Source: an optimization exercise on an open RTL-to-GDS flow (aim: small area and a short achievable clock period). Production flows keep margins and buffers that such runs may drop.
The RTL was checked by simulation tests, not by an equivalence proof against the original design.

==> zinc: inputs <==
// FIR_Filter_16tap
module FIR_Filter_16tap #(parameter N = 16)(
    input clk, reset, enable,
    input [N-1:0] data_in,
    output [31:0] data_out
);
Settings: LEC_CHECK=0, CAP_MARGIN=20, CORE_MARGIN=2, CORE_UTILIZATION=60, CTS_BUF_LIST=sky130_fd_sc_hd__clkbuf_4, SLEW_MARGIN=20; clock period 16.0 ns.
standard.sh (not shown) runs the stock make flow with config.mk's settings and CLKGATE_MAP_FILE= SYNTH_SCRIPT=/design/flow/synth_recipe.tcl, a recipe that flattens the netlist after the stock synthesis.
==> flow/flow/run.sh <==
#!/bin/bash
# Layout flow: the standard flow, plus
#  - after synthesis, flow/fixpol.py removes the inverters Yosys leaves
#    between full adders (a full adder is self-dual, so each fa cell can work
#    on complemented signals); the logic function is unchanged;
#  - timing repair aims at a tighter setup margin than the 16 ns clock needs,
#    and ports are buffered with buf_2 cells.
set -euo pipefail
MARGIN=${MARGIN:-11}
R=orfs/results/sky130hd/FIR_Filter_16tap/base
bash standard.sh synth > make_synth.log 2>&1
python3 flow/fixpol.py $R/1_2_yosys.v > fixpol.log 2>&1
touch $R/1_2_yosys.v
bash standard.sh finish SETUP_SLACK_MARGIN=$MARGIN "BUFFER_PORTS_ARGS=-buffer_cell sky130_fd_sc_hd__buf_2" > make_finish.log 2>&1
==> flow/flow/fixpol.py <==
#!/usr/bin/env python3
"""Remove inverters around full adders in a mapped sky130hd netlist.

A full adder is self-dual: FA(~a,~b,~c) = (~cout, ~sum).  Yosys' extract_fa
often leaves inverters between adders; this picks, for every fa cell, whether
it works on true or complemented signals so that as few inverters as
possible remain.  The logic function of the netlist is unchanged.
usage: fixpol.py netlist.v  (rewritten in place)
"""
import re, sys, os, collections, random

path = sys.argv[1]
text = open(path).read()
m = re.search(r'^module\s.*?^endmodule', text, re.S | re.M)
body = m.group(0)

cell_re = re.compile(r'^\s*(sky130_fd_sc_hd__\w+)\s+(\S+)\s*\((.*?)\);\s*$', re.S | re.M)
pin_re = re.compile(r'\.(\w+)\(\s*(.*?)\s*\)\s*(?:,|$)', re.S)
OUTPINS = {'X', 'Y', 'Q', 'Q_N', 'SUM', 'COUT', 'HI', 'LO'}

cells = []
for cm in cell_re.finditer(body):
    typ, name, pins = cm.group(1), cm.group(2), cm.group(3)
    pl = [(p, n.strip()) for p, n in pin_re.findall(pins.strip())]
    cells.append([typ, name, pl, cm.start(), cm.end()])

assigns = [(a.start(), a.end(), a.group(1).strip(), a.group(2).strip())
           for a in re.finditer(r'^\s*assign\s+(.*?)\s*=\s*(.*?)\s*;\s*$', body, re.M)]
ports = set()
for pm in re.finditer(r'^\s*(?:input|output|inout)\s+(?:\[[^\]]*\]\s*)?(.*?);', body, re.M):
    for n in pm.group(1).split(','):
        ports.add(n.strip())
def is_port(net):
    base = net.split('[')[0].strip()
    return base in ports or net in ports

inv_of = {}                      # inverter output net -> input net
inv_cells = set()
for i, c in enumerate(cells):
    if re.match(r'sky130_fd_sc_hd__inv_\d+$', c[0]):
        d = dict(c[2])
        if is_port(d['Y']):
            continue             # keep: drives a port
        inv_of[d['Y']] = d['A']
        inv_cells.add(i)

def resolve(n):
    pol = 0
    while n in inv_of:
        n = inv_of[n]; pol ^= 1
    return n, pol

driver_fa = {}                   # root net -> fa cell index
fas = [i for i, c in enumerate(cells) if re.match(r'sky130_fd_sc_hd__fa_\d+$', c[0])]
for i in fas:
    for p, n in cells[i][2]:
        if p in ('SUM', 'COUT'):
            driver_fa[n] = i

# consumers: (cell index or None, pin index or assign idx, root, pol, is_fa)
cons = []
for i, c in enumerate(cells):
    if i in inv_cells: continue
    isfa = i in driver_fa.values() or c[0].startswith('sky130_fd_sc_hd__fa_')
    for k, (p, n) in enumerate(c[2]):
        if p in OUTPINS: continue
        if not n or n.startswith("1'") or n.startswith("'"): continue
        r, pol = resolve(n)
        cons.append(('c', i, k, r, pol, isfa))
for k, (s, e, lhs, rhs) in enumerate(assigns):
    if rhs.startswith("1'") or rhs.startswith('{'): continue
    r, pol = resolve(rhs)
    cons.append(('a', k, None, r, pol, False))

flip = collections.defaultdict(int)
by_root = collections.defaultdict(list)
by_cell = collections.defaultdict(list)
for ci, cn in enumerate(cons):
    by_root[cn[3]].append(ci)
    if cn[0] == 'c' and cn[5]: by_cell[cn[1]].append(ci)

def parity(ci):
    kind, i, k, r, pol, isfa = cons[ci]
    p = pol ^ (flip[driver_fa[r]] if r in driver_fa else 0)
    if isfa: p ^= flip[i]
    return p
def root_cost(r):
    return 1 if any(parity(ci) for ci in by_root[r]) else 0
def fa_roots(i):
    rs = set(cons[ci][3] for ci in by_cell[i])
    for p, n in cells[i][2]:
        if p in ('SUM', 'COUT'): rs.add(n)
    return rs
def total():
    return sum(root_cost(r) for r in by_root)

before = total()
rng = random.Random(1)
roots_of = {i: fa_roots(i) for i in fas}
def delta(i):
    rs = roots_of[i]
    c0 = sum(root_cost(r) for r in rs)
    flip[i] ^= 1
    c1 = sum(root_cost(r) for r in rs)
    flip[i] ^= 1
    return c1 - c0
def greedy():
    improved = True
    while improved:
        improved = False
        for i in fas:
            if delta(i) < 0:
                flip[i] ^= 1; improved = True
greedy()
cur = total(); best = cur; bestflip = dict(flip)
if fas:
    T = 2.0
    steps = int(os.environ.get("FIXPOL_STEPS", "1000")) * len(fas)
    for step in range(steps):
        T = 2.0 * (1 - step / steps) + 0.05
        i = rng.choice(fas)
        d = delta(i)
        if d <= 0 or rng.random() < pow(2.718, -d / T):
            flip[i] ^= 1; cur += d
            if cur < best:
                best = cur; bestflip = dict(flip)
    flip.clear(); flip.update(bestflip)
    greedy()
after = total()

# rewrite
invnet = {}
newcells = []
def comp(r):
    if r not in invnet:
        invnet[r] = '_fixpol_%d_' % len(invnet)
    return invnet[r]
pinrep = {}
for ci, cn in enumerate(cons):
    kind, i, k, r, pol, isfa = cn
    net = comp(r) if parity(ci) else r
    pinrep[(kind, i, k)] = net

out = []
pos = 0
edits = []
for i, c in enumerate(cells):
    if i in inv_cells:
        edits.append((c[3], c[4], ''))
        continue
    pl = []
    for k, (p, n) in enumerate(c[2]):
        pl.append((p, pinrep.get(('c', i, k), n)))
    s = '  %s %s (\n%s\n  );' % (c[0], c[1], ',\n'.join('    .%s(%s)' % (p, n if not n.startswith('\\') else n + ' ') for p, n in pl))
    edits.append((c[3], c[4], s))
for k, (s, e, lhs, rhs) in enumerate(assigns):
    if ('a', k, None) in pinrep:
        n = pinrep[('a', k, None)]
        edits.append((s, e, '  assign %s = %s;' % (lhs, n if not n.startswith('\\') else n + ' ')))
edits.sort()
nb = []
for s, e, rep in edits:
    nb.append(body[pos:s]); nb.append(rep); pos = e
nb.append(body[pos:])
nb = ''.join(nb)
decl = ''.join('  wire %s;\n' % w for w in invnet.values())
invs = ''.join('  sky130_fd_sc_hd__inv_1 _fixpol_inv_%d_ (\n    .A(%s),\n    .Y(%s)\n  );\n' % (j, r if not r.startswith('\\') else r + ' ', w) for j, (r, w) in enumerate(invnet.items()))
nb = nb.replace('endmodule', decl + invs + 'endmodule')
# declarations must come before use for some readers: insert after the port list
hdr_end = nb.index(');') + 2
nb = nb[:hdr_end] + '\n' + decl + nb[hdr_end:].replace(decl + invs + 'endmodule', invs + 'endmodule')
open(path, 'w').write(text[:m.start()] + nb + text[m.end():])
print('fixpol: fa %d, inverters %d -> %d' % (len(fas), len(inv_cells), len(invnet)), file=sys.stderr)
==> inputs of violet, as changes to zinc <==
--- a/flow/flow/run.sh
+++ b/flow/flow/run.sh
@@ -6,7 +6,7 @@
 #  - timing repair aims at a tighter setup margin than the 16 ns clock needs,
 #    and ports are buffered with buf_2 cells.
 set -euo pipefail
-MARGIN=${MARGIN:-11}
+MARGIN=${MARGIN:-11.5}
 R=orfs/results/sky130hd/FIR_Filter_16tap/base
 bash standard.sh synth > make_synth.log 2>&1
 python3 flow/fixpol.py $R/1_2_yosys.v > fixpol.log 2>&1
CTS_BUF_LIST = unset   (was sky130_fd_sc_hd__clkbuf_4)
==> inputs of harbor, as changes to zinc <==
--- a/flow/flow/fixpol.py
+++ b/flow/flow/fixpol.py
@@ -7,7 +7,7 @@
 possible remain.  The logic function of the netlist is unchanged.
 usage: fixpol.py netlist.v  (rewritten in place)
 """
-import re, sys, os, collections, random
+import re, sys, collections, random
 
 path = sys.argv[1]
 text = open(path).read()
@@ -95,37 +95,17 @@
     return sum(root_cost(r) for r in by_root)
 
 before = total()
-rng = random.Random(1)
-roots_of = {i: fa_roots(i) for i in fas}
-def delta(i):
-    rs = roots_of[i]
-    c0 = sum(root_cost(r) for r in rs)
-    flip[i] ^= 1
-    c1 = sum(root_cost(r) for r in rs)
-    flip[i] ^= 1
-    return c1 - c0
-def greedy():
-    improved = True
-    while improved:
-        improved = False
-        for i in fas:
-            if delta(i) < 0:
-                flip[i] ^= 1; improved = True
-greedy()
-cur = total(); best = cur; bestflip = dict(flip)
-if fas:
-    T = 2.0
-    steps = int(os.environ.get("FIXPOL_STEPS", "1000")) * len(fas)
-    for step in range(steps):
-        T = 2.0 * (1 - step / steps) + 0.05
-        i = rng.choice(fas)
-        d = delta(i)
-        if d <= 0 or rng.random() < pow(2.718, -d / T):
-            flip[i] ^= 1; cur += d
-            if cur < best:
-                best = cur; bestflip = dict(flip)
-    flip.clear(); flip.update(bestflip)
-    greedy()
+random.seed(1)
+improved = True
+while improved:
+    improved = False
+    for i in fas:
+        rs = fa_roots(i)
+        c0 = sum(root_cost(r) for r in rs)
+        flip[i] ^= 1
+        c1 = sum(root_cost(r) for r in rs)
+        if c1 < c0: improved = True
+        else: flip[i] ^= 1
 after = total()
 
 # rewrite
CORE_UTILIZATION = 40   (was 60)
CTS_BUF_LIST = unset   (was sky130_fd_sc_hd__clkbuf_4)
==> inputs of tundra, as changes to zinc <==
CTS_BUF_LIST = sky130_fd_sc_hd__clkbuf_8   (was sky130_fd_sc_hd__clkbuf_4)
CTS_CLUSTER_SIZE = 30   (was unset)
==> comparison table <==
item                                             tundra            zinc          violet          harbor
Hpwl dp                                  23,910 microns  23,910 microns  24,040 microns  24,100 microns
Status                         timing/DRC/antenna clean  timing/DRC/antenna clean  timing/DRC/antenna clean  timing/DRC/antenna clean
Repair and plain buffers                             82              78              86              81
Antenna cell count                                    0               1               0               0
Post-CTS Repair Setup Buffers                        24              16              28              24
Synthesized cell area                      16,370 sq um    16,370 sq um    16,370 sq um    16,700 sq um
Slowest CP cell                                    fa_1           or4_1           or4_4            fa_1
Detailed Route Iter0 Violations                     308             327             348             342
Critical path buffer and inverter count               2               1               1               3
Number of cells on the critical path                 13              12              12              14
Non-Clock Buffer Area Fraction                  0.02838         0.02710         0.03266         0.02749
Met2 wire length                         17,640 microns  17,770 microns  17,330 microns  16,770 microns
Setup slack after placement                   10,070 ps       10,070 ps       10,070 ps       10,040 ps

-- separate check: timing with driven ports --
In the flow no input, the clock included, has a driving cell. The finished layouts below were timed again as built, in two steps. Step 1 assumes that a clkbuf_16 drives the clock port and a buf_2 every other input. Step 2 adds t to the input delays and takes it off the output delays; t is the mean of the earliest and latest rising clock arrival at the registers after step 1. Input paths then give back, and output paths get back, about the clock's delay inside the block. Slacks: no drivers / after step 1 / after step 2; pairs: no drivers / after step 1.
run | t (ns) | slack for setup (ns) | hold WS [ns]
zinc | 0.713 | 10.815 / 10.820 / 10.107 | 0.394 / 0.394 / 0.394
violet | 0.551 | 10.667 / 10.677 / 10.125 | 0.404 / 0.404 / 0.404
harbor | 0.579 | 10.756 / 10.764 / 10.185 | 0.397 / 0.397 / 0.397
tundra | 0.607 | 10.763 / 10.773 / 10.166 | 0.405 / 0.405 / 0.405
After both steps setup and hold are still met in every run listed. For zinc, which loses most, drivers alone change the setup slack by +0.005 ns; drivers and shift together by -0.708 ns.
